What follows belongs to an exercise in optimizing a design on an open flow for small area, a short achievable clock period and few clock cycles per item; a production flow would make more cautious choices. Where RTL was checked, it was by simulation tests only, not by an equivalence proof against the original. No functional check of the RTL was part of runs 2 and 4. No activity file was given, so power comes from the tool's default toggle rates.

===== design/flow/config.mk =====
export PLATFORM = sky130hd
export DESIGN_NAME = top
export DESIGN_NICKNAME = top
export VERILOG_FILES = /design/flow/design.v
export SDC_FILE = /design/flow/constraint.sdc
export NUM_CORES = 4
export LEC_CHECK = 0
export CAP_MARGIN = 20
export CORE_MARGIN = 2
export CORE_UTILIZATION = 40
export SETUP_SLACK_MARGIN = 3.1
export SLEW_MARGIN = 20

===== design/flow/constraint.sdc =====
create_clock -name core_clock -period 6.0 [get_ports {clk}]
set_input_delay 1.2000 -clock core_clock [delete_from_list [all_inputs] [get_ports {clk}]]
set_output_delay 1.2000 -clock core_clock [all_outputs]
set_load 0.01 [all_outputs]

===== design/flow/design.v =====
module processor(
input   clk,
input   ld_a,
input   [3:0] c,         
input   [31:0] b_rdata,
output  [31:0] b_wdata
    );
reg [31:0] w1;
always @(posedge clk) if (ld_a) w1 <= b_rdata;
wire [63:0] p = {b_rdata, w1};
wire [6:0] a0 = p[6:0],   a1 = p[13:7],  a2 = p[20:14], a3 = p[27:21];
wire [6:0] b0 = p[34:28], b1 = p[41:35], b2 = p[48:42], b3 = p[55:49];
wire [4:0] op = p[60:56];
wire is_add = op[0], is_sub = op[1], is_mul = op[2], is_tra = op[3], is_det = op[4];
wire is_as = is_add | is_sub;
wire l3 = c[0], l0 = c[1], l1 = c[2], l2 = c[3];
reg tra_r;    
reg det_r;    
reg det0;     
reg sa;       
reg sd;       
always @(posedge clk) begin
    tra_r <= b_rdata[27];
    det_r <= b_rdata[28];
    det0  <= c[0] & b_rdata[28];
    sa    <= c[0] | c[1];
    sd    <= c[0] | c[2];
end
wire [6:0] ma = sa ? a0 : a2;
wire [6:0] mb = sa ? a1 : a3;
wire [6:0] max3 = ma + {ma[5:0], 1'b0};
wire [6:0] mbx3 = mb + {mb[5:0], 1'b0};
wire [6:0] da = det0 ? a3 : (sd ? b0 : b1);
wire [6:0] db = det0 ? ~a2 : (sd ? b2 : b3);
wire mulen = is_mul | det0;
wire adda = is_as & (l0 | l2);
wire addb = is_as & (l1 | l3);
wire [6:0] bl = ({7{l0}} & b0) | ({7{l1}} & b1) | ({7{l2}} & b2) | ({7{l3}} & b3);
wire [6:0] x = ({7{is_as}} & (bl ^ {7{is_sub}})) | ({7{det0}} & a1);
wire pa0_1 = ((mulen & da[0] & ~da[1]) | adda);
wire pa0_2 = mulen & ~da[0] & da[1];
wire pa0_3 = mulen & da[0] & da[1];
wire pa0_r0 = (pa0_1 & ma[0]) | (pa0_3 & max3[0]);
wire pa0_r1 = (pa0_1 & ma[1]) | (pa0_2 & ma[0]) | (pa0_3 & max3[1]);
wire pa0_r2 = (pa0_1 & ma[2]) | (pa0_2 & ma[1]) | (pa0_3 & max3[2]);
wire pa0_r3 = (pa0_1 & ma[3]) | (pa0_2 & ma[2]) | (pa0_3 & max3[3]);
wire pa0_r4 = (pa0_1 & ma[4]) | (pa0_2 & ma[3]) | (pa0_3 & max3[4]);
wire pa0_r5 = (pa0_1 & ma[5]) | (pa0_2 & ma[4]) | (pa0_3 & max3[5]);
wire pa0_r6 = (pa0_1 & ma[6]) | (pa0_2 & ma[5]) | (pa0_3 & max3[6]);
wire pa1_1 = (mulen & da[2] & ~da[3]);
wire pa1_2 = mulen & ~da[2] & da[3];
wire pa1_3 = mulen & da[2] & da[3];
wire pa1_r2 = (pa1_1 & ma[0]) | (pa1_3 & max3[0]);
wire pa1_r3 = (pa1_1 & ma[1]) | (pa1_2 & ma[0]) | (pa1_3 & max3[1]);
wire pa1_r4 = (pa1_1 & ma[2]) | (pa1_2 & ma[1]) | (pa1_3 & max3[2]);
wire pa1_r5 = (pa1_1 & ma[3]) | (pa1_2 & ma[2]) | (pa1_3 & max3[3]);
wire pa1_r6 = (pa1_1 & ma[4]) | (pa1_2 & ma[3]) | (pa1_3 & max3[4]);
wire pa2_1 = (mulen & da[4] & ~da[5]);
wire pa2_2 = mulen & ~da[4] & da[5];
wire pa2_3 = mulen & da[4] & da[5];
wire pa2_r4 = (pa2_1 & ma[0]) | (pa2_3 & max3[0]);
wire pa2_r5 = (pa2_1 & ma[1]) | (pa2_2 & ma[0]) | (pa2_3 & max3[1]);
wire pa2_r6 = (pa2_1 & ma[2]) | (pa2_2 & ma[1]) | (pa2_3 & max3[2]);
wire pa3_1 = (mulen & da[6] & ~1'b0);
wire pa3_2 = mulen & ~da[6] & 1'b0;
wire pa3_3 = mulen & da[6] & 1'b0;
wire pa3_r6 = (pa3_1 & ma[0]) | (pa3_3 & max3[0]);
wire pb0_1 = ((mulen & db[0] & ~db[1]) | addb);
wire pb0_2 = mulen & ~db[0] & db[1];
wire pb0_3 = mulen & db[0] & db[1];
wire pb0_r0 = (pb0_1 & mb[0]) | (pb0_3 & mbx3[0]);
wire pb0_r1 = (pb0_1 & mb[1]) | (pb0_2 & mb[0]) | (pb0_3 & mbx3[1]);
wire pb0_r2 = (pb0_1 & mb[2]) | (pb0_2 & mb[1]) | (pb0_3 & mbx3[2]);
wire pb0_r3 = (pb0_1 & mb[3]) | (pb0_2 & mb[2]) | (pb0_3 & mbx3[3]);
wire pb0_r4 = (pb0_1 & mb[4]) | (pb0_2 & mb[3]) | (pb0_3 & mbx3[4]);
wire pb0_r5 = (pb0_1 & mb[5]) | (pb0_2 & mb[4]) | (pb0_3 & mbx3[5]);
wire pb0_r6 = (pb0_1 & mb[6]) | (pb0_2 & mb[5]) | (pb0_3 & mbx3[6]);
wire pb1_1 = (mulen & db[2] & ~db[3]);
wire pb1_2 = mulen & ~db[2] & db[3];
wire pb1_3 = mulen & db[2] & db[3];
wire pb1_r2 = (pb1_1 & mb[0]) | (pb1_3 & mbx3[0]);
wire pb1_r3 = (pb1_1 & mb[1]) | (pb1_2 & mb[0]) | (pb1_3 & mbx3[1]);
wire pb1_r4 = (pb1_1 & mb[2]) | (pb1_2 & mb[1]) | (pb1_3 & mbx3[2]);
wire pb1_r5 = (pb1_1 & mb[3]) | (pb1_2 & mb[2]) | (pb1_3 & mbx3[3]);
wire pb1_r6 = (pb1_1 & mb[4]) | (pb1_2 & mb[3]) | (pb1_3 & mbx3[4]);
wire pb2_1 = (mulen & db[4] & ~db[5]);
wire pb2_2 = mulen & ~db[4] & db[5];
wire pb2_3 = mulen & db[4] & db[5];
wire pb2_r4 = (pb2_1 & mb[0]) | (pb2_3 & mbx3[0]);
wire pb2_r5 = (pb2_1 & mb[1]) | (pb2_2 & mb[0]) | (pb2_3 & mbx3[1]);
wire pb2_r6 = (pb2_1 & mb[2]) | (pb2_2 & mb[1]) | (pb2_3 & mbx3[2]);
wire pb3_1 = (mulen & db[6] & ~1'b0);
wire pb3_2 = mulen & ~db[6] & 1'b0;
wire pb3_3 = mulen & db[6] & 1'b0;
wire pb3_r6 = (pb3_1 & mb[0]) | (pb3_3 & mbx3[0]);
wire t_s1;
wire t_c2;
wire t_s3;
wire t_c4;
wire t_s5;
wire t_c6;
wire t_s7;
wire t_c8;
wire t_s9;
wire t_c10;
wire t_s11;
wire t_c12;
wire t_s13;
wire t_c14;
wire t_s15;
wire t_c16;
wire t_s17;
wire t_s18;
wire t_s19;
assign t_s1 = pa0_r0 ^ pb0_r0 ^ x[0];
assign t_c2 = (pa0_r0 & pb0_r0) | (pa0_r0 & x[0]) | (pb0_r0 & x[0]);
assign t_s3 = pa0_r1 ^ pb0_r1 ^ x[1];
assign t_c4 = (pa0_r1 & pb0_r1) | (pa0_r1 & x[1]) | (pb0_r1 & x[1]);
assign t_s5 = pa0_r2 ^ pa1_r2 ^ pb0_r2;
assign t_c6 = (pa0_r2 & pa1_r2) | (pa0_r2 & pb0_r2) | (pa1_r2 & pb0_r2);
assign t_s7 = pa0_r3 ^ pa1_r3 ^ pb0_r3;
assign t_c8 = (pa0_r3 & pa1_r3) | (pa0_r3 & pb0_r3) | (pa1_r3 & pb0_r3);
assign t_s9 = pa0_r4 ^ pa1_r4 ^ pa2_r4;
assign t_c10 = (pa0_r4 & pa1_r4) | (pa0_r4 & pa2_r4) | (pa1_r4 & pa2_r4);
assign t_s11 = pb0_r4 ^ pb1_r4 ^ pb2_r4;
assign t_c12 = (pb0_r4 & pb1_r4) | (pb0_r4 & pb2_r4) | (pb1_r4 & pb2_r4);
assign t_s13 = pa0_r5 ^ pa1_r5 ^ pa2_r5;
assign t_c14 = (pa0_r5 & pa1_r5) | (pa0_r5 & pa2_r5) | (pa1_r5 & pa2_r5);
assign t_s15 = pb0_r5 ^ pb1_r5 ^ pb2_r5;
assign t_c16 = (pb0_r5 & pb1_r5) | (pb0_r5 & pb2_r5) | (pb1_r5 & pb2_r5);
assign t_s17 = pa0_r6 ^ pa1_r6 ^ pa2_r6;
assign t_s18 = pa3_r6 ^ pb0_r6 ^ pb1_r6;
assign t_s19 = pb2_r6 ^ pb3_r6 ^ x[6];
reg [25:0] s1;
reg s1_det;
always @(posedge clk) begin
    s1 <= {t_s19, t_s18, t_s17, t_c16, t_c14, t_s15, t_s13, t_c12, t_c10, x[5], t_s11, t_s9, t_c8, x[4], t_s7, t_c6, x[3], pb1_r3, t_s5, t_c4, x[2], pb1_r2, t_s3, t_c2, t_s1, is_sub};
    s1_det <= det0;
end
wire u_s1;
wire u_c2;
wire u_s3;
wire u_s4;
wire u_c5;
wire u_s6;
wire u_c7;
wire u_s8;
wire u_c9;
wire u_s10;
wire u_c11;
wire u_s12;
wire u_s13;
wire u_c14;
wire u_s15;
wire u_c16;
wire u_s17;
wire u_c18;
wire u_s19;
wire u_c20;
wire u_s21;
assign u_s1 = s1[16] ^ s1[17];
assign u_c2 = s1[16] & s1[17];
assign u_s3 = s1[21] ^ s1[22] ^ s1[23];
assign u_s4 = s1[4] ^ s1[5];
assign u_c5 = s1[4] & s1[5];
assign u_s6 = s1[8] ^ s1[9] ^ s1[10];
assign u_c7 = (s1[8] & s1[9]) | (s1[8] & s1[10]) | (s1[9] & s1[10]);
assign u_s8 = s1[12] ^ s1[13] ^ s1[14];
assign u_c9 = (s1[12] & s1[13]) | (s1[12] & s1[14]) | (s1[13] & s1[14]);
assign u_s10 = s1[18] ^ s1[19] ^ s1[20];
assign u_c11 = (s1[18] & s1[19]) | (s1[18] & s1[20]) | (s1[19] & s1[20]);
assign u_s12 = s1[24] ^ s1[25] ^ u_c2;
assign u_s13 = s1[6] ^ s1[7];
assign u_c14 = s1[6] & s1[7];
assign u_s15 = s1[11] ^ u_c5 ^ u_s6;
assign u_c16 = (s1[11] & u_c5) | (s1[11] & u_s6) | (u_c5 & u_s6);
assign u_s17 = s1[15] ^ u_c7 ^ u_s8;
assign u_c18 = (s1[15] & u_c7) | (s1[15] & u_s8) | (u_c7 & u_s8);
assign u_s19 = u_s1 ^ u_c9 ^ u_s10;
assign u_c20 = (u_s1 & u_c9) | (u_s1 & u_s10) | (u_c9 & u_s10);
assign u_s21 = u_s3 ^ u_c11 ^ u_s12;
wire [6:0] ra = {u_c20, u_c18, u_c16, u_c14, u_s4, s1[2], s1[0]};
wire [6:0] rb = {u_s21, u_s19, u_s17, u_s15, u_s13, s1[3], s1[1]};
wire [6:0] r = ra + rb;
reg [27:0] res;
always @(posedge clk) res <= {r[6] & ~s1_det, r[5:0], res[27:7]};
wire [31:0] w_all = {4'd0, res[6:0], res[27:21], res[20:14], res[13:7]};
wire [31:0] w_det = {26'd0, res[26:21]};
wire [31:0] w_tra = {4'd0, a3, a1, a2, a0};
assign b_wdata = tra_r ? w_tra : (det_r ? w_det : w_all);
endmodule
module controller(
input clk,
input rst,                
input  [31:0] b_rdata,
output [31:0] addr,
output [3:0] we,
output en,
output ld_a,
output [3:0] c
    );
reg f, r1, r2, c0, c1, c2, c3, c4, wr;
reg k0, k1, k2;            
wire kd = ~(k0 | k1 | k2);
always @(posedge clk or negedge rst) begin
    if (!rst) begin
        f  <= 1'b1;
        r1 <= 1'b0;
        r2 <= 1'b0;
        c0 <= 1'b0;
        c1 <= 1'b0;
        c2 <= 1'b0;
        c3 <= 1'b0;
        c4 <= 1'b0;
        wr <= 1'b0;
        k0 <= 1'b1;
        k1 <= 1'b0;
        k2 <= 1'b0;
    end else begin
        f  <= (f & kd) | (r1 & ~b_rdata[31]) | wr;
        r1 <= f & ~kd;
        r2 <= r1 & b_rdata[31];
        c0 <= r2;
        c1 <= c0 & ~b_rdata[27];
        c2 <= c1;
        c3 <= c2 & ~b_rdata[28];
        c4 <= c3;
        wr <= c4 | (c0 & b_rdata[27]) | (c2 & b_rdata[28]);
        if (wr) begin
            k0 <= 1'b0;
            k1 <= k0;
            k2 <= k1;
        end
    end
end
wire [3:0] widx;
assign widx[0] = (r1 & (k0 | k2)) | ((r2 | wr) & k1);
assign widx[1] = (r1 & k2) | (r2 & k0) | (wr & (k0 | k1));
assign widx[2] = (r1 & (k1 | k2)) | (r2 & k1) | (wr & k2);
assign widx[3] = (r2 & k2) | wr;
assign en   = (f & ~kd) | r1 | r2 | wr;
assign we   = {4{wr}};
assign addr = {26'd0, widx, 2'b00};
assign ld_a = r2;
assign c    = {c3, c2, c1, c0};
endmodule
module top(
input clk,
input rst,
input  [31:0] b_rdata,
output [31:0] b_wdata,
output [31:0] addr,
output [3:0] we,
output en,
output rstout
    );
wire       ld_a;
wire [3:0] c;
assign rstout = ~rst;
processor po(
        .clk(clk),
        .ld_a(ld_a),
        .c(c),
        .b_rdata(b_rdata),
        .b_wdata(b_wdata)
    );
controller co(
        .clk(clk),
        .rst(rst),
        .b_rdata(b_rdata),
        .addr(addr),
        .we(we),
        .en(en),
        .ld_a(ld_a),
        .c(c)
    );
endmodule

===== design/flow/flow/run.sh =====
#!/bin/bash
set -e
export BUFFER_PORTS_ARGS="-buffer_cell sky130_fd_sc_hd__buf_1"
export SKIP_REPAIR_TIE_FANOUT=1
export CTS_ARGS="-sink_clustering_enable -repair_clock_nets -dont_use_dummy_load -sink_clustering_size 40 -sink_clustering_max_diameter 80 -buf_list {sky130_fd_sc_hd__clkbuf_4 sky130_fd_sc_hd__clkbuf_8}"
bash standard.sh > standard.log 2>&1

===== design/flow/standard.sh =====
#!/bin/bash
# synth_recipe.tcl (not shown) runs the flow's synth.tcl, then flattens the netlist and writes it again
# the make line also repeats each setting of config.mk as NAME=value (left out here)
make -C /OpenROAD-flow-scripts/flow DESIGN_CONFIG=/design/flow/config.mk WORK_HOME=/design/flow/orfs CLKGATE_MAP_FILE= SYNTH_SCRIPT=/design/flow/synth_recipe.tcl "${@:-finish}"

==> results of run 1 <==
layer usage:
metal / up-vias / wire [µm] / GRT usage [%]
met5: - / 0 / 0
met1: 2045 / 7290 / 28.7
met3: 19 / 997 / 4.60
li1: 1992 / - / -
met2: 158 / 7070 / 31.4
met4: 0 / 170 / 4.82
final cells by class:
cell class / instances / share of cell area (%)
multi-input cells: 343 / 46.3
flip-flops and latches: 104 / 39.0
repair buffers: 92 / 6.85
well taps: 180 / 3.54
inverters: 41 / 2.42
clock buffers: 9 / 1.95
cells by family (layout without fill, tap and decap cells):
kind of cell	Yosys count	count (layout)	share of synthesized area, %
AOI/OAI and AO/OA	132	132	16.7
DFF	104	104	42.6
muxes	46	46	9.08
and+or+nand+nor	98	98	8.02
xor gates and xnor gates	30	30	4.54
other	1	1	0.0648
adders and majority gates	36	36	9.98
buffers and inverters	97	142	8.99
report_power, final:
group	switching, mW	internal [mW]
Combinational	0.151	0.114
Clock	0.218	0.135
Sequential	0.0515	0.821
cell usage after synthesis (4+ instances only):
master    count
mux2_2       11
buf_2         5
a22oi_1      12
mux2i_1      26
a222oi_1      7
buf_4        36
a221oi_1      6
mux2_4        4
ha_1         19
fa_1         17
o22ai_1       5
dfrtp_1      10
inv_1        40
nand2_1      45
xor2_1        6
o21ai_0      24
edfxtp_1     32
a22o_1       27
clkbuf_1     12
dfxtp_1      60
a21o_1        6
nor2_1       21
a21oi_1      18
xnor2_1      24
o21ai_1       5
nor2b_1       9
nor3_1        6
metrics by stage:
step	cells	setup WS [ns]	instance area, µm²
floorplan	544	3.11	5810
global placement	742	2.52	5950
detailed placement	742	2.43	5950
CTS	759	3.05	6170
global route	769	3.00	6360
finish	769	3.15	6360
worst max path at each step:
stage / to / slack [ns] / cells after the start
after floorplan: po.s1[20] / 3.11 / 12
after global placement: po.s1[19] / 2.52 / 12
after detailed placement: po.s1[19] / 2.43 / 12
after CTS: po.s1[19] / 3.05 / 12
after global routing: po.s1[15] / 3.00 / 9
final: en / 3.15 / 4
timing repair:
action | CTS | global route
cloned | 0 | 0
pin swaps | 0 | 7
endpoints found under the setup margin | 47 | 35
hold endpoints to repair | 0 | 0
buffers inserted | 8 | 10
resized for setup | 15 | 25
==> flow_summary_export.csv, run 1 <==
group,metric,value,unit
timing,hold_viol_final,0,
synth,yosysWarnings,2,
layout,regArea,2480,µm²
layout,final_util,45.4,%
place,gp_congestion,0.930,
clock_network,clock_latency,0.40,ns
layout,diodes,0,
place,hpwl,11800,µm
pwr,vdd_drop_max,105,µV
layout,largest_register,"po.w1",
worst_hold_path,hold_depth,0,
timing,rsz0062_at_grt,"yes",
floorplan,ioPinCount,104,
critical_path,crit_buf_inv,1,
timing,finalClockSkew,0.0317,ns
status,status,"finished clean",
global_route,antenna_found_initial,0,
layout,area_delta_synth_final,9.81,%
synth,synth-async-reset-ratio,11.5,%
timing,setup_viol_count_final,0,
critical_path,worstPathArrival,1.65,ns
clock_network,htreeDepth,3,
synth,synthTopCellsByArea,"dfxtp_1, edfxtp_1, fa_1, buf_4, mux2i_1",
critical_path,crit_fanout,6,
critical_path,worstPathRequired,4.80,ns
layout,layout.nets,661,
floorplan,fp.dieW,124,µm
timing,finalCriticalPeriod,2.85,ns
floorplan,die_area,15500,µm²
clock_network,numCtsBuffers,9,
pwr,power_density,235,nW/µm²
timing,period_share,47.4,%
layout,layout_common_cells,"buf_1, dfxtp_1, nand2_1, inv_1, edfxtp_1",
clock_network,cts.clk_slew.worst_paths,0.11,ns
synth,ys.flop_type,"dfxtp_1",
clock_network,hold_buffers,0,
floorplan,core_area,14000,µm²
worst_hold_path,min_to,"po.res[5]",
global_route,track_usage,20.2,%
clock_network,clockBufferDepth,2,
pwr,total_power,1.49,mW
detailed_routing,routed_via_density,5.48,
pwr,p_leak,2.59,nW
layout,final_layout_size_suffix_gt1_share,14.9,%
detailed_routing,vias,4214,
synth,ys_seq_elements,104,
critical_path,start_kind,"flop",
floorplan,initial_utilization,41.4,%
detailed_routing,antenna_left,0,
synth,synth-edff-count,32,
clock_network,clock_sinks,104,
clock_network,cts_tree,"built",
detailed_routing,routed_wl,15500,µm
floorplan,std_cell_rows,43,
critical_path,slowest_stage,"dfstp_2",
critical_path,cp_top_family,"simple AND/OR/NAND/NOR gates",
timing,max_slew.worst_pin.slew,0.848,ns
critical_path,path_cells,"nor3_4 -> nor2b_1 -> or4_1 -> buf_1",
critical_path,r2r-start,"po.sa",
timing,fin_setup_tns,0,ns
synth,ys_types,61,
critical_path,reg2regPathDepth,9,
critical_path,cp-startpoint,"co.k0",
layout,largest_reg_flops,32,
detailed_routing,post_drt_wl_per_cell,20.2,µm
synth,yosysTopAreaCell,"dfxtp_1",
worst_hold_path,min-delay-start,"po.res[12]",
critical_path,critPathCaptureType,"output port",
detailed_routing,dr.pass1.iters,7,
run,cap_violations,0,
synth,syn_area_per_cell,10.6,µm²
critical_path,worstSetupPathType,"reg -> out",
synth,syn_inst,544,
floorplan,fp.dieH,124,µm
critical_path,rr_endpoint,"po.s1[15]",
global_route,grt_pass1_wl,23900,µm
global_route,grt_pass1_vias,4070,
timing,max_freq,351,MHz
critical_path,slowest_delay,0.42,ns
layout,top_regs,"po.w1: 32 flops, po.res: 28 flops, po.s1: 26 flops",
global_route,overflow,0,
place,io_buffers,71,
timing,relSlewSlack,43.3,%
synth,synth_area,5790,µm²
critical_path,r2r_slack,3.19,ns
synth,syn_nets,614,
clock_network,clock-root-buffer,"clkbuf_8",
detailed_routing,drtIter0Drc,341,
detailed_routing,drc_errors,0,
timing,whs,0.353,ns
layout,multi_input_area,2940,µm²
layout,layout_commonest_cell,"buf_1",
layout,nFillCells,1389,
timing,maxSlewViolCount,0,
synth,ys_seq_area_share,42.6,%
synth,yosys.area.top_type_share,20.7,%
worst_hold_path,hold_path_class,"reg -> reg",
global_route,grt_start_max_net_pins,38,
Testbench counts, summed over its fixed seeds: cycles 7,850, items 960.
==> run 2: changes to the inputs <==
--- a/design/flow/design.v
+++ b/design/flow/design.v
@@ -12,7 +12,6 @@
 wire [6:0] b0 = p[34:28], b1 = p[41:35], b2 = p[48:42], b3 = p[55:49];
 wire [4:0] op = p[60:56];
 wire is_add = op[0], is_sub = op[1], is_mul = op[2], is_tra = op[3], is_det = op[4];
-wire is_as = is_add | is_sub;
 wire l3 = c[0], l0 = c[1], l1 = c[2], l2 = c[3];
 reg tra_r;    
 reg det_r;    
@@ -33,11 +32,8 @@
 wire [6:0] da = det0 ? a3 : (sd ? b0 : b1);
 wire [6:0] db = det0 ? ~a2 : (sd ? b2 : b3);
 wire mulen = is_mul | det0;
-wire adda = is_as & (l0 | l2);
-wire addb = is_as & (l1 | l3);
-wire [6:0] bl = ({7{l0}} & b0) | ({7{l1}} & b1) | ({7{l2}} & b2) | ({7{l3}} & b3);
-wire [6:0] x = ({7{is_as}} & (bl ^ {7{is_sub}})) | ({7{det0}} & a1);
-wire pa0_1 = ((mulen & da[0] & ~da[1]) | adda);
+wire [6:0] x = {7{det0}} & a1;
+wire pa0_1 = (mulen & da[0] & ~da[1]);
 wire pa0_2 = mulen & ~da[0] & da[1];
 wire pa0_3 = mulen & da[0] & da[1];
 wire pa0_r0 = (pa0_1 & ma[0]) | (pa0_3 & max3[0]);
@@ -65,7 +61,7 @@
 wire pa3_2 = mulen & ~da[6] & 1'b0;
 wire pa3_3 = mulen & da[6] & 1'b0;
 wire pa3_r6 = (pa3_1 & ma[0]) | (pa3_3 & max3[0]);
-wire pb0_1 = ((mulen & db[0] & ~db[1]) | addb);
+wire pb0_1 = (mulen & db[0] & ~db[1]);
 wire pb0_2 = mulen & ~db[0] & db[1];
 wire pb0_3 = mulen & db[0] & db[1];
 wire pb0_r0 = (pb0_1 & mb[0]) | (pb0_3 & mbx3[0]);
@@ -131,10 +127,10 @@
 assign t_s17 = pa0_r6 ^ pa1_r6 ^ pa2_r6;
 assign t_s18 = pa3_r6 ^ pb0_r6 ^ pb1_r6;
 assign t_s19 = pb2_r6 ^ pb3_r6 ^ x[6];
-reg [25:0] s1;
+reg [24:0] s1;
 reg s1_det;
 always @(posedge clk) begin
-    s1 <= {t_s19, t_s18, t_s17, t_c16, t_c14, t_s15, t_s13, t_c12, t_c10, x[5], t_s11, t_s9, t_c8, x[4], t_s7, t_c6, x[3], pb1_r3, t_s5, t_c4, x[2], pb1_r2, t_s3, t_c2, t_s1, is_sub};
+    s1 <= {t_s19, t_s18, t_s17, t_c16, t_c14, t_s15, t_s13, t_c12, t_c10, x[5], t_s11, t_s9, t_c8, x[4], t_s7, t_c6, x[3], pb1_r3, t_s5, t_c4, x[2], pb1_r2, t_s3, t_c2, t_s1};
     s1_det <= det0;
 end
 wire u_s1;
@@ -158,32 +154,38 @@
 wire u_s19;
 wire u_c20;
 wire u_s21;
-assign u_s1 = s1[16] ^ s1[17];
-assign u_c2 = s1[16] & s1[17];
-assign u_s3 = s1[21] ^ s1[22] ^ s1[23];
-assign u_s4 = s1[4] ^ s1[5];
-assign u_c5 = s1[4] & s1[5];
-assign u_s6 = s1[8] ^ s1[9] ^ s1[10];
-assign u_c7 = (s1[8] & s1[9]) | (s1[8] & s1[10]) | (s1[9] & s1[10]);
-assign u_s8 = s1[12] ^ s1[13] ^ s1[14];
-assign u_c9 = (s1[12] & s1[13]) | (s1[12] & s1[14]) | (s1[13] & s1[14]);
-assign u_s10 = s1[18] ^ s1[19] ^ s1[20];
-assign u_c11 = (s1[18] & s1[19]) | (s1[18] & s1[20]) | (s1[19] & s1[20]);
-assign u_s12 = s1[24] ^ s1[25] ^ u_c2;
-assign u_s13 = s1[6] ^ s1[7];
-assign u_c14 = s1[6] & s1[7];
-assign u_s15 = s1[11] ^ u_c5 ^ u_s6;
-assign u_c16 = (s1[11] & u_c5) | (s1[11] & u_s6) | (u_c5 & u_s6);
-assign u_s17 = s1[15] ^ u_c7 ^ u_s8;
-assign u_c18 = (s1[15] & u_c7) | (s1[15] & u_s8) | (u_c7 & u_s8);
+assign u_s1 = s1[15] ^ s1[16];
+assign u_c2 = s1[15] & s1[16];
+assign u_s3 = s1[20] ^ s1[21] ^ s1[22];
+assign u_s4 = s1[3] ^ s1[4];
+assign u_c5 = s1[3] & s1[4];
+assign u_s6 = s1[7] ^ s1[8] ^ s1[9];
+assign u_c7 = (s1[7] & s1[8]) | (s1[7] & s1[9]) | (s1[8] & s1[9]);
+assign u_s8 = s1[11] ^ s1[12] ^ s1[13];
+assign u_c9 = (s1[11] & s1[12]) | (s1[11] & s1[13]) | (s1[12] & s1[13]);
+assign u_s10 = s1[17] ^ s1[18] ^ s1[19];
+assign u_c11 = (s1[17] & s1[18]) | (s1[17] & s1[19]) | (s1[18] & s1[19]);
+assign u_s12 = s1[23] ^ s1[24] ^ u_c2;
+assign u_s13 = s1[5] ^ s1[6];
+assign u_c14 = s1[5] & s1[6];
+assign u_s15 = s1[10] ^ u_c5 ^ u_s6;
+assign u_c16 = (s1[10] & u_c5) | (s1[10] & u_s6) | (u_c5 & u_s6);
+assign u_s17 = s1[14] ^ u_c7 ^ u_s8;
+assign u_c18 = (s1[14] & u_c7) | (s1[14] & u_s8) | (u_c7 & u_s8);
 assign u_s19 = u_s1 ^ u_c9 ^ u_s10;
 assign u_c20 = (u_s1 & u_c9) | (u_s1 & u_s10) | (u_c9 & u_s10);
 assign u_s21 = u_s3 ^ u_c11 ^ u_s12;
-wire [6:0] ra = {u_c20, u_c18, u_c16, u_c14, u_s4, s1[2], s1[0]};
-wire [6:0] rb = {u_s21, u_s19, u_s17, u_s15, u_s13, s1[3], s1[1]};
+wire [6:0] ra = {u_c20, u_c18, u_c16, u_c14, u_s4, s1[1], s1[0]};
+wire [6:0] rb = {u_s21, u_s19, u_s17, u_s15, u_s13, s1[2], 1'b0};
 wire [6:0] r = ra + rb;
 reg [27:0] res;
-always @(posedge clk) res <= {r[6] & ~s1_det, r[5:0], res[27:7]};
+wire [6:0] f0 = a0 + (b0 ^ {7{is_sub}}) + {6'd0, is_sub};
+wire [6:0] f1 = a1 + (b1 ^ {7{is_sub}}) + {6'd0, is_sub};
+wire [6:0] f2 = a2 + (b2 ^ {7{is_sub}}) + {6'd0, is_sub};
+wire [6:0] f3 = a3 + (b3 ^ {7{is_sub}}) + {6'd0, is_sub};
+always @(posedge clk)
+    if (c[0]) res <= {f2, f1, f0, f3};
+    else      res <= {r[6] & ~s1_det, r[5:0], res[27:7]};
 wire [31:0] w_all = {4'd0, res[6:0], res[27:21], res[20:14], res[13:7]};
 wire [31:0] w_det = {26'd0, res[26:21]};
 wire [31:0] w_tra = {4'd0, a3, a1, a2, a0};
@@ -221,11 +223,11 @@
         r1 <= f & ~kd;
         r2 <= r1 & b_rdata[31];
         c0 <= r2;
-        c1 <= c0 & ~b_rdata[27];
+        c1 <= c0 & ~(b_rdata[24] | b_rdata[25] | b_rdata[27]);
         c2 <= c1;
         c3 <= c2 & ~b_rdata[28];
         c4 <= c3;
-        wr <= c4 | (c0 & b_rdata[27]) | (c2 & b_rdata[28]);
+        wr <= c4 | (c0 & (b_rdata[24] | b_rdata[25] | b_rdata[27])) | (c2 & b_rdata[28]);
         if (wr) begin
             k0 <= 1'b0;
             k1 <= k0;
==> flow_summary_export.csv, run 2 <==
group,metric,value,unit
synth,synth-edff-count,32,
detailed_routing,drc_errors,0,
timing,setup_viol_count_final,0,
layout,final_cell_area,7760,µm²
detailed_routing,antenna_left,0,
timing,relSlewSlack,37.1,%
timing,max_slew.worst_pin.slew,0.941,ns
synth,ys.flop_type,"dfxtp_1",
worst_hold_path,min-delay-start,"co.c1",
critical_path,cp-startpoint,"b_rdata[11]",
global_route,grt_pass1_vias,5178,
synth,ys_types,61,
clock_network,clock-root-buffer,"clkbuf_8",
clock_network,numCtsBuffers,9,
detailed_routing,vias,5259,
synth,syn_inst,693,
timing,finalClockSkew,0.0328,ns
detailed_routing,routed_via_density,5.43,
floorplan,std_cell_rows,48,
global_route,antenna_found_initial,0,
synth,yosysMostFrequentCell,"dfxtp_1",
global_route,overflow,0,
timing,maxSlewViolCount,0,
worst_hold_path,hold_path_class,"reg -> reg",
synth,ys_seq_elements,103,
run,cap_violations,0,
detailed_routing,drtIter0Drc,482,
timing,finalCriticalPeriod,2.86,ns
clock_network,clock_sinks,103,
timing,period_share,47.6,%
status,status,"finished clean",
clock_network,htreeDepth,3,
critical_path,worstSetupPathType,"in -> reg",
synth,yosys.area.top_type_share,17.0,%
critical_path,critPathCaptureType,"flop",
layout,largest_reg_flops,32,
synth,syn_area_per_cell,10.0,µm²
timing,rsz0062_at_grt,"yes",
detailed_routing,dr.pass1.iters,5,
layout,top_regs,"po.w1: 32 flops, po.res: 28 flops, po.s1: 25 flops",
synth,yosysTopAreaCell,"dfxtp_1",
timing,max_freq,350,MHz
timing,hold_viol_final,0,
detailed_routing,routed_wl,19200,µm
synth,yosysWarnings,2,
place,io_buffers,71,
layout,layout_commonest_cell,"buf_1",
layout,area_delta_synth_final,11.9,%
global_route,grt_pass1_wl,29300,µm
floorplan,fp.dieW,136,µm
synth,synth_common_cells,"dfxtp_1, inv_1, a21oi_1, xnor2_1",
worst_hold_path,hold_depth,0,
layout,final_layout_size_suffix_gt1_share,18.5,%
clock_network,cts_tree,"built",
synth,synth_area,6940,µm²
synth,ys_seq_area_share,35.2,%
layout,largest_register,"po.w1",
clock_network,hold_buffers,0,
critical_path,r2r-start,"po.sa",
floorplan,initial_utilization,40.5,%
critical_path,worstPathArrival,3.11,ns
floorplan,ioPinCount,104,
global_route,track_usage,21.3,%
floorplan,core_area,17100,µm²
place,gp_congestion,0.898,
global_route,grt_start_max_net_pins,46,
synth,syn_nets,786,
critical_path,crit_fanout,13,
layout,diodes,0,
layout,layout_common_cells,"buf_1, dfxtp_1, inv_1, xnor2_1",
synth,synth-async-reset-ratio,11.7,%
pwr,vdd_drop_max,116,µV
place,dpl-instance-area,7170,µm²
pwr,power_density,202,nW/µm²
floorplan,fp.dieH,136,µm
layout,layout.nets,839,
critical_path,start_kind,"input pin",
floorplan,die_area,18400,µm²
critical_path,reg2regPathDepth,13,
clock_network,cts.clk_slew.worst_paths,0.08,ns
timing,fin_setup_tns,0,ns
synth,synthTopCellsByArea,"dfxtp_1, edfxtp_1, ha_1, fa_1, xnor2_1",
clock_network,clockBufferDepth,2,
place,hpwl,14200,µm
detailed_routing,post_drt_wl_per_cell,19.9,µm
clock_network,clock_latency,0.40,ns
pwr,p_leak,3.18,nW
critical_path,worstPathRequired,6.26,ns
[run 2: cell types whose count changed in the layout (fill, tap and decap cells not counted), sizes merged, moves of 12 or more]
cell / change
a21oi: +26
ha: +19
mux2: +12
nor2: +16
xnor2: +19
xor2: +25
[run 2: repair_timing]
| item | in CTS | in global routing |
|---|---|---|
| buffers inserted | 12 | 15 |
| pin swaps | 1 | 6 |
| gates cloned | 0 | 1 |
| endpoints found under the setup margin | 54 | 20 |
| gates resized for setup | 35 | 32 |
| hold endpoints to repair | 0 | 0 |
[run 2: report_power, final]
part,switching [mW],internal (mW),total [mW]
clock,0.228,0.135,0.363
combinational,0.202,0.169,0.371
sequential,0.0500,0.786,0.836
total,0.480,1.09,1.57
[run 2: cells by family after synthesis]
group	after synthesis	synth area share [%]
AO/OA/AOI/OAI	156	15.0
XOR/XNOR	74	9.34
adder cells (fa/ha/maj)	59	12.9
buffers and inverters	111	8.57
flip-flops	103	35.2
multiplexers	65	10.4
other	1	0.0541
AND/OR/NAND/NOR	124	8.50
[run 2: through the flow]
stage | hold WS, ns | total power, mW | instances | setup slack [ns] | utilization (%)
after floorplan | 0.331 | 1.11 | 693 | 2.85 | -
after global placement | 0.339 | 1.21 | 932 | 2.22 | 41.9
after detailed placement | 0.350 | 1.21 | 932 | 2.13 | 41.9
after CTS | 0.396 | 1.58 | 953 | 3.05 | 44.0
after global routing | 0.421 | 1.65 | 969 | 3.04 | 45.4
final | 0.395 | 1.57 | 969 | 3.14 | 45.4
[run 2: path summary, 6_finish.rpt]
path                        endpoint  slack, ns
max                        po.s1[14]       3.14
min                            co.c2       0.39
max reg2reg                po.s1[19]       3.20
min reg2reg                    co.c2       0.39
max in group asynchronous      co.k0       5.12
min in group asynchronous      co.c3       0.64
[run 2: worst max-delay path: stages]
cell     delay, ns
buf_1         0.20
mux2i_1       0.16
mux2i_4       0.35
nor2b_1       0.33
nand2_1       0.16
o22ai_1       0.26
fa_1          0.43
[run 2: final cells by class]
type	count	area [µm²]
Fill cell	1636	9350
Multi-Input combinational cell	479	4140
Sequential cell	103	2450
Timing Repair Buffer	104	578
Tap cell	225	282
Inverter	49	186
Clock buffer	9	124
[run 2: routing by layer]
metal / global-route usage (%) / wire length, µm / part of all wire, % / vias up
li1: - / - / - / 2466
met1: 29.2 / 8580 / 45 / 2549
met2: 34.1 / 8840 / 46 / 219
met3: 4.60 / 1480 / 7.7 / 25
met4: 5.84 / 350 / 1.8 / 0
met5: 0 / 0 / 0 / -
==> run 3: changes to the inputs <==
--- a/design/flow/design.v
+++ b/design/flow/design.v
@@ -29,10 +29,10 @@
 wire [6:0] mb = sa ? a1 : a3;
 wire [6:0] max3 = ma + {ma[5:0], 1'b0};
 wire [6:0] mbx3 = mb + {mb[5:0], 1'b0};
+wire [6:0] na2 = 7'd0 - a2;
 wire [6:0] da = det0 ? a3 : (sd ? b0 : b1);
-wire [6:0] db = det0 ? ~a2 : (sd ? b2 : b3);
+wire [6:0] db = det0 ? na2 : (sd ? b2 : b3);
 wire mulen = is_mul | det0;
-wire [6:0] x = {7{det0}} & a1;
 wire pa0_1 = (mulen & da[0] & ~da[1]);
 wire pa0_2 = mulen & ~da[0] & da[1];
 wire pa0_3 = mulen & da[0] & da[1];
@@ -102,81 +102,51 @@
 wire t_s11;
 wire t_c12;
 wire t_s13;
-wire t_c14;
-wire t_s15;
-wire t_c16;
-wire t_s17;
-wire t_s18;
-wire t_s19;
-assign t_s1 = pa0_r0 ^ pb0_r0 ^ x[0];
-assign t_c2 = (pa0_r0 & pb0_r0) | (pa0_r0 & x[0]) | (pb0_r0 & x[0]);
-assign t_s3 = pa0_r1 ^ pb0_r1 ^ x[1];
-assign t_c4 = (pa0_r1 & pb0_r1) | (pa0_r1 & x[1]) | (pb0_r1 & x[1]);
-assign t_s5 = pa0_r2 ^ pa1_r2 ^ pb0_r2;
-assign t_c6 = (pa0_r2 & pa1_r2) | (pa0_r2 & pb0_r2) | (pa1_r2 & pb0_r2);
-assign t_s7 = pa0_r3 ^ pa1_r3 ^ pb0_r3;
-assign t_c8 = (pa0_r3 & pa1_r3) | (pa0_r3 & pb0_r3) | (pa1_r3 & pb0_r3);
-assign t_s9 = pa0_r4 ^ pa1_r4 ^ pa2_r4;
-assign t_c10 = (pa0_r4 & pa1_r4) | (pa0_r4 & pa2_r4) | (pa1_r4 & pa2_r4);
-assign t_s11 = pb0_r4 ^ pb1_r4 ^ pb2_r4;
-assign t_c12 = (pb0_r4 & pb1_r4) | (pb0_r4 & pb2_r4) | (pb1_r4 & pb2_r4);
-assign t_s13 = pa0_r5 ^ pa1_r5 ^ pa2_r5;
-assign t_c14 = (pa0_r5 & pa1_r5) | (pa0_r5 & pa2_r5) | (pa1_r5 & pa2_r5);
-assign t_s15 = pb0_r5 ^ pb1_r5 ^ pb2_r5;
-assign t_c16 = (pb0_r5 & pb1_r5) | (pb0_r5 & pb2_r5) | (pb1_r5 & pb2_r5);
-assign t_s17 = pa0_r6 ^ pa1_r6 ^ pa2_r6;
-assign t_s18 = pa3_r6 ^ pb0_r6 ^ pb1_r6;
-assign t_s19 = pb2_r6 ^ pb3_r6 ^ x[6];
-reg [24:0] s1;
+wire t_s14;
+assign t_s1 = pa0_r2 ^ pa1_r2 ^ pb0_r2;
+assign t_c2 = (pa0_r2 & pa1_r2) | (pa0_r2 & pb0_r2) | (pa1_r2 & pb0_r2);
+assign t_s3 = pa0_r3 ^ pa1_r3 ^ pb0_r3;
+assign t_c4 = (pa0_r3 & pa1_r3) | (pa0_r3 & pb0_r3) | (pa1_r3 & pb0_r3);
+assign t_s5 = pa0_r4 ^ pa1_r4 ^ pa2_r4;
+assign t_c6 = (pa0_r4 & pa1_r4) | (pa0_r4 & pa2_r4) | (pa1_r4 & pa2_r4);
+assign t_s7 = pb0_r4 ^ pb1_r4 ^ pb2_r4;
+assign t_c8 = (pb0_r4 & pb1_r4) | (pb0_r4 & pb2_r4) | (pb1_r4 & pb2_r4);
+assign t_s9 = pa0_r5 ^ pa1_r5 ^ pa2_r5;
+assign t_c10 = (pa0_r5 & pa1_r5) | (pa0_r5 & pa2_r5) | (pa1_r5 & pa2_r5);
+assign t_s11 = pb0_r5 ^ pb1_r5 ^ pb2_r5;
+assign t_c12 = (pb0_r5 & pb1_r5) | (pb0_r5 & pb2_r5) | (pb1_r5 & pb2_r5);
+assign t_s13 = pa0_r6 ^ pa1_r6 ^ pa2_r6;
+assign t_s14 = pa3_r6 ^ pb0_r6 ^ pb1_r6;
+reg [21:0] s1;
 reg s1_det;
 always @(posedge clk) begin
-    s1 <= {t_s19, t_s18, t_s17, t_c16, t_c14, t_s15, t_s13, t_c12, t_c10, x[5], t_s11, t_s9, t_c8, x[4], t_s7, t_c6, x[3], pb1_r3, t_s5, t_c4, x[2], pb1_r2, t_s3, t_c2, t_s1};
+    s1 <= {t_s14, t_s13, t_c12, t_c10, pb3_r6, pb2_r6, t_s11, t_s9, t_c8, t_c6, t_s7, t_s5, t_c4, t_s3, t_c2, pb1_r3, t_s1, pb1_r2, pb0_r1, pa0_r1, pb0_r0, pa0_r0};
     s1_det <= det0;
 end
 wire u_s1;
-wire u_c2;
-wire u_s3;
+wire u_s2;
+wire u_c3;
 wire u_s4;
-wire u_c5;
-wire u_s6;
-wire u_c7;
-wire u_s8;
-wire u_c9;
-wire u_s10;
-wire u_c11;
-wire u_s12;
-wire u_s13;
-wire u_c14;
-wire u_s15;
-wire u_c16;
-wire u_s17;
-wire u_c18;
-wire u_s19;
-wire u_c20;
-wire u_s21;
-assign u_s1 = s1[15] ^ s1[16];
-assign u_c2 = s1[15] & s1[16];
-assign u_s3 = s1[20] ^ s1[21] ^ s1[22];
-assign u_s4 = s1[3] ^ s1[4];
-assign u_c5 = s1[3] & s1[4];
-assign u_s6 = s1[7] ^ s1[8] ^ s1[9];
-assign u_c7 = (s1[7] & s1[8]) | (s1[7] & s1[9]) | (s1[8] & s1[9]);
-assign u_s8 = s1[11] ^ s1[12] ^ s1[13];
-assign u_c9 = (s1[11] & s1[12]) | (s1[11] & s1[13]) | (s1[12] & s1[13]);
-assign u_s10 = s1[17] ^ s1[18] ^ s1[19];
-assign u_c11 = (s1[17] & s1[18]) | (s1[17] & s1[19]) | (s1[18] & s1[19]);
-assign u_s12 = s1[23] ^ s1[24] ^ u_c2;
-assign u_s13 = s1[5] ^ s1[6];
-assign u_c14 = s1[5] & s1[6];
-assign u_s15 = s1[10] ^ u_c5 ^ u_s6;
-assign u_c16 = (s1[10] & u_c5) | (s1[10] & u_s6) | (u_c5 & u_s6);
-assign u_s17 = s1[14] ^ u_c7 ^ u_s8;
-assign u_c18 = (s1[14] & u_c7) | (s1[14] & u_s8) | (u_c7 & u_s8);
-assign u_s19 = u_s1 ^ u_c9 ^ u_s10;
-assign u_c20 = (u_s1 & u_c9) | (u_s1 & u_s10) | (u_c9 & u_s10);
-assign u_s21 = u_s3 ^ u_c11 ^ u_s12;
-wire [6:0] ra = {u_c20, u_c18, u_c16, u_c14, u_s4, s1[1], s1[0]};
-wire [6:0] rb = {u_s21, u_s19, u_s17, u_s15, u_s13, s1[2], 1'b0};
+wire u_s5;
+wire u_c6;
+wire u_s7;
+wire u_c8;
+wire u_s9;
+wire u_c10;
+wire u_s11;
+assign u_s1 = s1[16] ^ s1[17] ^ s1[18];
+assign u_s2 = s1[12] ^ s1[13];
+assign u_c3 = s1[12] & s1[13];
+assign u_s4 = s1[19] ^ s1[20] ^ s1[21];
+assign u_s5 = s1[6] ^ s1[7];
+assign u_c6 = s1[6] & s1[7];
+assign u_s7 = s1[9] ^ s1[10] ^ s1[11];
+assign u_c8 = (s1[9] & s1[10]) | (s1[9] & s1[11]) | (s1[10] & s1[11]);
+assign u_s9 = s1[14] ^ s1[15] ^ u_s2;
+assign u_c10 = (s1[14] & s1[15]) | (s1[14] & u_s2) | (s1[15] & u_s2);
+assign u_s11 = u_s1 ^ u_c3 ^ u_s4;
+wire [6:0] ra = {u_c10, u_c8, u_c6, s1[8], s1[4], s1[2], s1[0]};
+wire [6:0] rb = {u_s11, u_s9, u_s7, u_s5, s1[5], s1[3], s1[1]};
 wire [6:0] r = ra + rb;
 reg [27:0] res;
 wire [6:0] f0 = a0 + (b0 ^ {7{is_sub}}) + {6'd0, is_sub};
==> flow_summary_export.csv, run 3 <==
group,metric,value,unit
status,status,"finished clean",
layout,nFillCells,1616,
synth,syn_area_per_cell,9.85,µm²
synth,yosysWarnings,2,
detailed_routing,post_drt_wl_per_cell,19.6,µm
floorplan,fp.dieW,134,µm
global_route,antenna_found_initial,0,
synth,yosysMostFrequentCell,"dfxtp_1",
layout,layout_common_cells,"buf_1, dfxtp_1, xnor2_1, nor2_1, a21oi_1",
detailed_routing,met1Wirelength,8270,µm
detailed_routing,antenna_left,0,
detailed_routing,drtIter0Drc,495,
layout,final_layout_size_suffix_gt1_share,17.2,%
critical_path,start_kind,"flop",
clock_network,clock_sinks,100,
layout,instances_no_fill,953,
place,post-place-ws,2.23,ns
floorplan,initial_utilization,40.8,%
global_route,grt_start_max_net_pins,40,
critical_path,slowest_stage,"fa_1",
synth,ys_seq_elements,100,
synth,ys_seq_area_share,35.2,%
pwr,p_leak,3.07,nW
synth,ys.flop_type,"dfxtp_1",
timing,max_freq,345,MHz
timing,fin_setup_tns,0,ns
timing,maxSlewViolCount,0,
layout,layout_commonest_cell,"buf_1",
floorplan,ioPinCount,104,
synth,yosys.area.top_type_share,16.6,%
layout,area_delta_synth_final,10.9,%
worst_hold_path,min-delay-start,"co.c3",
synth,ys_types,57,
layout,final_cell_area,7510,µm²
synth,synth-edff-count,32,
critical_path,worstSetupPathType,"reg -> reg",
clock_network,htreeDepth,3,
detailed_routing,drc_errors,0,
synth,synth-async-reset-ratio,12.0,%
clock_network,hold_buffers,0,
pwr,power_density,205,nW/µm²
place,dpl-instance-area,7000,µm²
run,cap_violations,0,
clock_network,clockBufferDepth,2,
timing,finalCriticalPeriod,2.90,ns
layout,diodes,0,
synth,yosysTopAreaCell,"dfxtp_1",
floorplan,std_cell_rows,47,
detailed_routing,routed_via_density,5.44,
layout,top_regs,"po.w1: 32 flops, po.res: 28 flops, po.s1: 22 flops",
critical_path,slowest_delay,0.43,ns
critical_path,path_cells,"buf_4 -> nand2_1 -> o21a_4 -> inv_1 -> ha_4 -> fa_2 -> a21o_1 -> a21oi_2 -> xnor2_1 -> nor2_1 -> a211o_1 -> a21oi_2 -> fa_1",
clock_network,cts_tree,"built",
place,hpwl,13900,µm
clock_network,numCtsBuffers,9,
floorplan,die_area,18000,µm²
clock_network,clock-root-buffer,"clkbuf_8",
detailed_routing,dr.pass1.iters,5,
timing,period_share,48.4,%
place,dp.cells,918,
critical_path,critPathCaptureType,"flop",
synth,synth_area,6770,µm²
timing,max_slew.worst_pin.slew,0.571,ns
floorplan,fp.dieH,134,µm
place,gp_congestion,0.901,
timing,relSlewSlack,60.9,%
layout,largest_reg_flops,32,
global_route,track_usage,20.8,%
critical_path,cp-startpoint,"po.sa",
synth,syn_inst,687,
timing,whs,0.352,ns
critical_path,cpMostUsedCell,"a21oi_2",
detailed_routing,vias,5188,
detailed_routing,dr_wl_met2,8620,µm
place,io_buffers,71,
floorplan,core_area,16600,µm²
critical_path,worstPathRequired,6.25,ns
global_route,grt_pass1_wl,28000,µm
timing,setup_viol_count_final,0,
critical_path,worstPathArrival,3.15,ns
timing,worst_slack,3.10,ns
worst_hold_path,hold_path_class,"reg -> reg",
detailed_routing,dr.max_layer_used,"met4",
detailed_routing,routed_wl,18700,µm
timing,hold_viol_final,0,
timing,finalClockSkew,0.0375,ns
clock_network,clock_latency,0.40,ns
synth,syn_nets,775,
pwr,total_power,1.54,mW
pwr,vdd_drop_max,92.6,µV
clock_network,cts.clk_slew.worst_paths,0.10,ns
timing,rsz0062_at_grt,"yes",
layout,final_util,45.3,%
layout,largest_register,"po.w1",
synth,synth_common_cells,"dfxtp_1, a21oi_1, inv_1, xnor2_1, nor2_1",
layout,layout.nets,823,
global_route,overflow,0,
synth,synthTopCellsByArea,"dfxtp_1, edfxtp_1, ha_1, xnor2_1, mux2i_1",
detailed_routing,dr_wl_met3,1230,µm
global_route,grt_pass1_vias,5070,
critical_path,r2r-start,"po.sa",
critical_path,crit_fanout,6,
[run 3: per-layer routing]
layer	vias up	track usage [%]
li1	2434	-
met1	2517	27.4
met2	200	33.1
met3	37	4.69
met4	0	8.71
met5	-	0
[run 3: cells by family (layout without fill, tap and decap cells)]
logic type,after synthesis,count (layout),synth area share (%)
simple gates,109,109,7.13
fa+ha+maj,54,54,11.6
xor+xnor,83,83,10.7
buf+inv,112,158,8.74
flops,100,100,35.2
other cells,1,1,0.0554
mux,66,66,10.6
compound gates,162,162,15.9
[run 3: timing repair]
action | in CTS | in global routing
buffers inserted | 7 | 19
pin swaps | 0 | 7
setup endpoints to repair | 53 | 37
resized for setup | 23 | 33
[run 3: final cells by class]
| class | instances | area (µm²) | share of cell area (%) |
|---|---|---|---|
| Timing Repair Buffer | 101 | 532 | 7.08 |
| Tap cell | 220 | 275 | 3.66 |
| Multi-Input combinational cell | 475 | 4000 | 53.3 |
| Clock buffer | 9 | 124 | 1.65 |
| Sequential cell | 100 | 2390 | 31.9 |
| Inverter | 48 | 185 | 2.47 |
[run 3: power breakdown]
group / switching, mW / internal [mW]
sequential: 0.0476 / 0.771
clock: 0.222 / 0.135
combinational: 0.202 / 0.165
[run 3: critical path, delay by kind of cell, from the launching register on]
kind / cells / cell delay (ns)
simple gates: 2 / 0.16
buf+inv: 2 / 0.25
fa+ha+maj: 3 / 0.95
xor+xnor: 1 / 0.14
compound gates: 5 / 0.89
flops: 1 / 0.36
[run 3: final timing paths]
kind	end	slack (ns)	cells after the start
hold reg to reg	co.c4	0.35	0
min in group asynchronous	co.c4	0.65	1
setup reg to reg	po.s1[14]	3.10	13
hold / removal	co.c4	0.35	0
setup / recovery	po.s1[14]	3.10	13
max in group asynchronous	co.f	5.11	1
Testbench counts of run 3, summed over its fixed seeds: cycles 6,266, items 960.
==> run 4: changes to the inputs <==
--- a/design/flow/design.v
+++ b/design/flow/design.v
@@ -13,13 +13,11 @@
 wire [4:0] op = p[60:56];
 wire is_add = op[0], is_sub = op[1], is_mul = op[2], is_tra = op[3], is_det = op[4];
 wire l3 = c[0], l0 = c[1], l1 = c[2], l2 = c[3];
-reg tra_r;    
 reg det_r;    
 reg det0;     
 reg sa;       
 reg sd;       
 always @(posedge clk) begin
-    tra_r <= b_rdata[27];
     det_r <= b_rdata[28];
     det0  <= c[0] & b_rdata[28];
     sa    <= c[0] | c[1];
@@ -159,7 +157,7 @@
 wire [31:0] w_all = {4'd0, res[6:0], res[27:21], res[20:14], res[13:7]};
 wire [31:0] w_det = {26'd0, res[26:21]};
 wire [31:0] w_tra = {4'd0, a3, a1, a2, a0};
-assign b_wdata = tra_r ? w_tra : (det_r ? w_det : w_all);
+assign b_wdata = c[0] ? w_tra : (det_r ? w_det : w_all);
 endmodule
 module controller(
 input clk,
@@ -174,6 +172,7 @@
 reg f, r1, r2, c0, c1, c2, c3, c4, wr;
 reg k0, k1, k2;            
 wire kd = ~(k0 | k1 | k2);
+wire wrt = wr | (c0 & b_rdata[27]);    
 always @(posedge clk or negedge rst) begin
     if (!rst) begin
         f  <= 1'b1;
@@ -189,7 +188,7 @@
         k1 <= 1'b0;
         k2 <= 1'b0;
     end else begin
-        f  <= (f & kd) | (r1 & ~b_rdata[31]) | wr;
+        f  <= (f & kd) | (r1 & ~b_rdata[31]) | wr | (c0 & b_rdata[27]);
         r1 <= f & ~kd;
         r2 <= r1 & b_rdata[31];
         c0 <= r2;
@@ -197,8 +196,8 @@
         c2 <= c1;
         c3 <= c2 & ~b_rdata[28];
         c4 <= c3;
-        wr <= c4 | (c0 & (b_rdata[24] | b_rdata[25] | b_rdata[27])) | (c2 & b_rdata[28]);
-        if (wr) begin
+        wr <= c4 | (c0 & (b_rdata[24] | b_rdata[25])) | (c2 & b_rdata[28]);
+        if (wrt) begin
             k0 <= 1'b0;
             k1 <= k0;
             k2 <= k1;
@@ -206,12 +205,13 @@
     end
 end
 wire [3:0] widx;
-assign widx[0] = (r1 & (k0 | k2)) | ((r2 | wr) & k1);
-assign widx[1] = (r1 & k2) | (r2 & k0) | (wr & (k0 | k1));
-assign widx[2] = (r1 & (k1 | k2)) | (r2 & k1) | (wr & k2);
-assign widx[3] = (r2 & k2) | wr;
-assign en   = (f & ~kd) | r1 | r2 | wr;
-assign we   = {4{wr}};
+wire wc = wr | c0;
+assign widx[0] = (r1 & (k0 | k2)) | ((r2 | wc) & k1);
+assign widx[1] = (r1 & k2) | (r2 & k0) | (wc & (k0 | k1));
+assign widx[2] = (r1 & (k1 | k2)) | (r2 & k1) | (wc & k2);
+assign widx[3] = (r2 & k2) | wc;
+assign en   = (f & ~kd) | r1 | r2 | wrt;
+assign we   = {4{wrt}};
 assign addr = {26'd0, widx, 2'b00};
 assign ld_a = r2;
 assign c    = {c3, c2, c1, c0};
==> flow_summary_export.csv, run 4 <==
group,metric,value,unit
layout,layout.nets,877,
place,post-place-ws,2.35,ns
pwr,p_leak,3.40,nW
pwr,vdd_drop_max,109,µV
timing,finalCriticalPeriod,3.25,ns
clock_network,htreeDepth,3,
critical_path,reg2regPathDepth,12,
timing,max_freq,308,MHz
synth,synth-async-reset-ratio,12.1,%
synth,yosys.area.top_type_share,16.4,%
detailed_routing,vias,5465,
floorplan,std_cell_rows,47,
layout,top_regs,"po.w1: 32 flops, po.res: 28 flops, po.s1: 22 flops",
synth,ys_types,57,
timing,period_share,54.1,%
synth,yosysMostFrequentCell,"nand2_1",
timing,fin_setup_tns,0,ns
worst_hold_path,hold_depth,0,
detailed_routing,antenna_left,0,
synth,synth_common_cells,"nand2_1, dfxtp_1, a21oi_1, o21ai_0",
place,gp_congestion,0.943,
floorplan,die_area,17900,µm²
floorplan,ioPinCount,104,
timing,finalClockSkew,0.0390,ns
layout,nFillCells,1569,
synth,synthTopCellsByArea,"dfxtp_1, edfxtp_1, ha_1, mux2i_1, xnor2_1",
floorplan,fp.dieH,134,µm
floorplan,core_area,16500,µm²
critical_path,start_kind,"input pin",
critical_path,crit_fanout,2,
timing,relSlewSlack,55.2,%
clock_network,cts.clk_slew.worst_paths,0.11,ns
clock_network,hold_buffers,0,
floorplan,fp.dieW,134,µm
synth,ys_seq_elements,99,
detailed_routing,drtIter0Drc,476,
global_route,antenna_found_initial,1,
detailed_routing,routed_via_density,5.43,
global_route,overflow,0,
detailed_routing,drc_errors,0,
global_route,grt_pass1_vias,5181,
timing,rsz0062_at_grt,"yes",
timing,setup_viol_count_final,0,
clock_network,numCtsBuffers,9,
global_route,track_usage,21.7,%
synth,synth-edff-count,32,
critical_path,worstPathRequired,4.80,ns
synth,syn_inst,721,
timing,worst_slack,2.75,ns
status,status,"finished clean",
floorplan,initial_utilization,40.8,%
timing,maxSlewViolCount,0,
run,cap_violations,0,
pwr,total_power,1.58,mW
clock_network,clock_latency,0.40,ns
clock_network,clock-root-buffer,"clkbuf_8",
place,hpwl,13900,µm
global_route,grt_pass1_wl,29200,µm
layout,largest_register,"po.w1",
synth,ys.flop_type,"dfxtp_1",
place,io_buffers,71,
timing,hold_viol_final,0,
detailed_routing,routed_wl,19700,µm
synth,syn_area_per_cell,9.34,µm²
global_route,grt_start_max_net_pins,33,
pwr,power_density,197,nW/µm²
synth,yosysTopAreaCell,"dfxtp_1",
critical_path,worstPathArrival,2.05,ns
critical_path,critPathCaptureType,"output port",
clock_network,cts_tree,"built",
timing,max_slew.worst_pin.slew,0.672,ns
layout,final_layout_size_suffix_gt1_share,23.0,%
synth,yosysWarnings,2,
clock_network,clock_sinks,99,
clock_network,clockBufferDepth,2,
detailed_routing,post_drt_wl_per_cell,19.6,µm
synth,ys_seq_area_share,35.1,%
critical_path,worstSetupPathType,"in -> out",
detailed_routing,dr.pass1.iters,5,
layout,layout_commonest_cell,"nand2_1",
layout,largest_reg_flops,32,
synth,synth_area,6730,µm²
layout,area_delta_synth_final,18.8,%
layout,layout_common_cells,"nand2_1, dfxtp_1, a21oi_1, nor2_1, xnor2_1",
worst_hold_path,hold_path_class,"reg -> reg",
synth,syn_nets,809,
layout,diodes,0,
-- run 4: changes by cell type after synthesis, sizes merged, moves of 4 or more --
cell,before,now
a22o,22,7
xnor2,47,41
a211oi,1,5
nand3,1,5
o21ai,28,57
clkbuf,16,11
a22oi,12,3
nand2,36,68
xor2,36,41
mux2,30,17
-- run 4: kinds of logic (layout without fill, tap and decap cells) --
| logic type | count (synthesis) | in the layout | synth area share [%] |
|---|---|---|---|
| XOR/XNOR | 82 | 82 | 10.7 |
| adder cells (fa/ha/maj) | 54 | 54 | 11.7 |
| AO/OA/AOI/OAI | 174 | 174 | 15.6 |
| multiplexers | 56 | 56 | 8.88 |
| other | 1 | 1 | 0.0557 |
| buffers and inverters | 106 | 172 | 8.38 |
| flip-flops | 99 | 99 | 35.1 |
| AND/OR/NAND/NOR | 149 | 149 | 9.59 |
-- run 4: critical path, stage by stage --
cell     delay, ns
buf_8         0.10
a21oi_4       0.14
inv_2         0.06
or4_4         0.42
buf_6         0.14
-- run 4: report_power, final --
group	leakage, nW	switching (mW)	internal (mW)
Combinational	2.43	0.229	0.183
Clock	0.0647	0.217	0.135
Sequential	0.905	0.0537	0.759
-- run 4: final cells by class --
class / instances / area [µm²] / area share [%]
Clock buffer: 9 / 124 / 1.55
Inverter: 45 / 175 / 2.19
Multi-Input combinational cell: 516 / 4160 / 52.0
Sequential cell: 99 / 2380 / 29.7
Tap cell: 220 / 275 / 3.44
Timing Repair Buffer: 117 / 887 / 11.1
Timing Repair inverter: 1 / 5.00 / 0.0626
-- run 4: path summary, 6_finish.rpt --
kind	from	endpoint	slack (ns)
max in group asynchronous	rst	co.f	5.12
hold reg to reg	co.c3	co.c4	0.37
min in group asynchronous	rst	co.k2	0.64
setup / recovery	b_rdata[27]	en	2.75
hold / removal	co.c3	co.c4	0.37
setup reg to reg	po.sa	po.s1[14]	3.17
-- run 4: routing by layer --
| layer | global-route usage, % | share of wire, % | vias up |
|---|---|---|---|
| met3 | 4.64 | 8.2 | 28 |
| met1 | 30.8 | 45 | 2638 |
| li1 | - | - | 2574 |
| met5 | 0 | 0 | - |
| met2 | 33.6 | 45 | 225 |
| met4 | 5.73 | 1.8 | 0 |
-- run 4: repair_timing --
item,in CTS,in global routing
buffers inserted,16,21
endpoints found under the setup margin,64,44
pin swaps,1,9
resized for setup,52,121
cloned,4,2
-- run 4: stage by stage --
step / utilization (%) / hold WS [ns] / std cells / cell area (µm²)
CTS: 45.1 / 0.369 / 984 / 7440
global route: 48.4 / 0.384 / 1007 / 8000
global placement: 42.1 / 0.334 / 955 / 6960
detailed placement: 42.1 / 0.343 / 955 / 6960
finish: 48.4 / 0.368 / 1007 / 8000
floorplan: - / 0.326 / 721 / 6810

-- re-timing with driven ports --
No port has a modelled driver above. Below, the same layouts with a new extraction and two added sets of constraints. Step 1 (the two cells are an assumption about what drives the block):
set clk [get_ports {clk}]
set_driving_cell -lib_cell sky130_fd_sc_hd__clkbuf_16 $clk
set_driving_cell -lib_cell sky130_fd_sc_hd__buf_2 [delete_from_list [all_inputs] $clk]
Step 2 moves the port delays by t, midway between the first and last clock arrival at a register: inputs arrive t later, outputs are due t later. That takes back most of the time a late clock gives input paths. Slacks: ideal / step 1 / step 2; pairs: ideal / step 1.
run	shift t [ns]	slack for setup (ns)	latest minus earliest clock arrival (ns)	slew at the worst register clock pin (ns)
run 1	0.416	3.153 / 3.117 / 2.786	0.032 / 0.032	0.11 / 0.11
run 2	0.425	3.145 / 3.112 / 2.715	0.033 / 0.033	0.11 / 0.11
run 3	0.415	3.098 / 3.098 / 2.759	0.038 / 0.037	0.11 / 0.11
run 4	0.422	2.752 / 2.714 / 2.714	0.040 / 0.040	0.11 / 0.11
After both steps setup and hold are still met in every run listed. For run 2, which loses most, drivers alone change the setup slack by -0.033 ns; drivers and shift together by -0.430 ns.
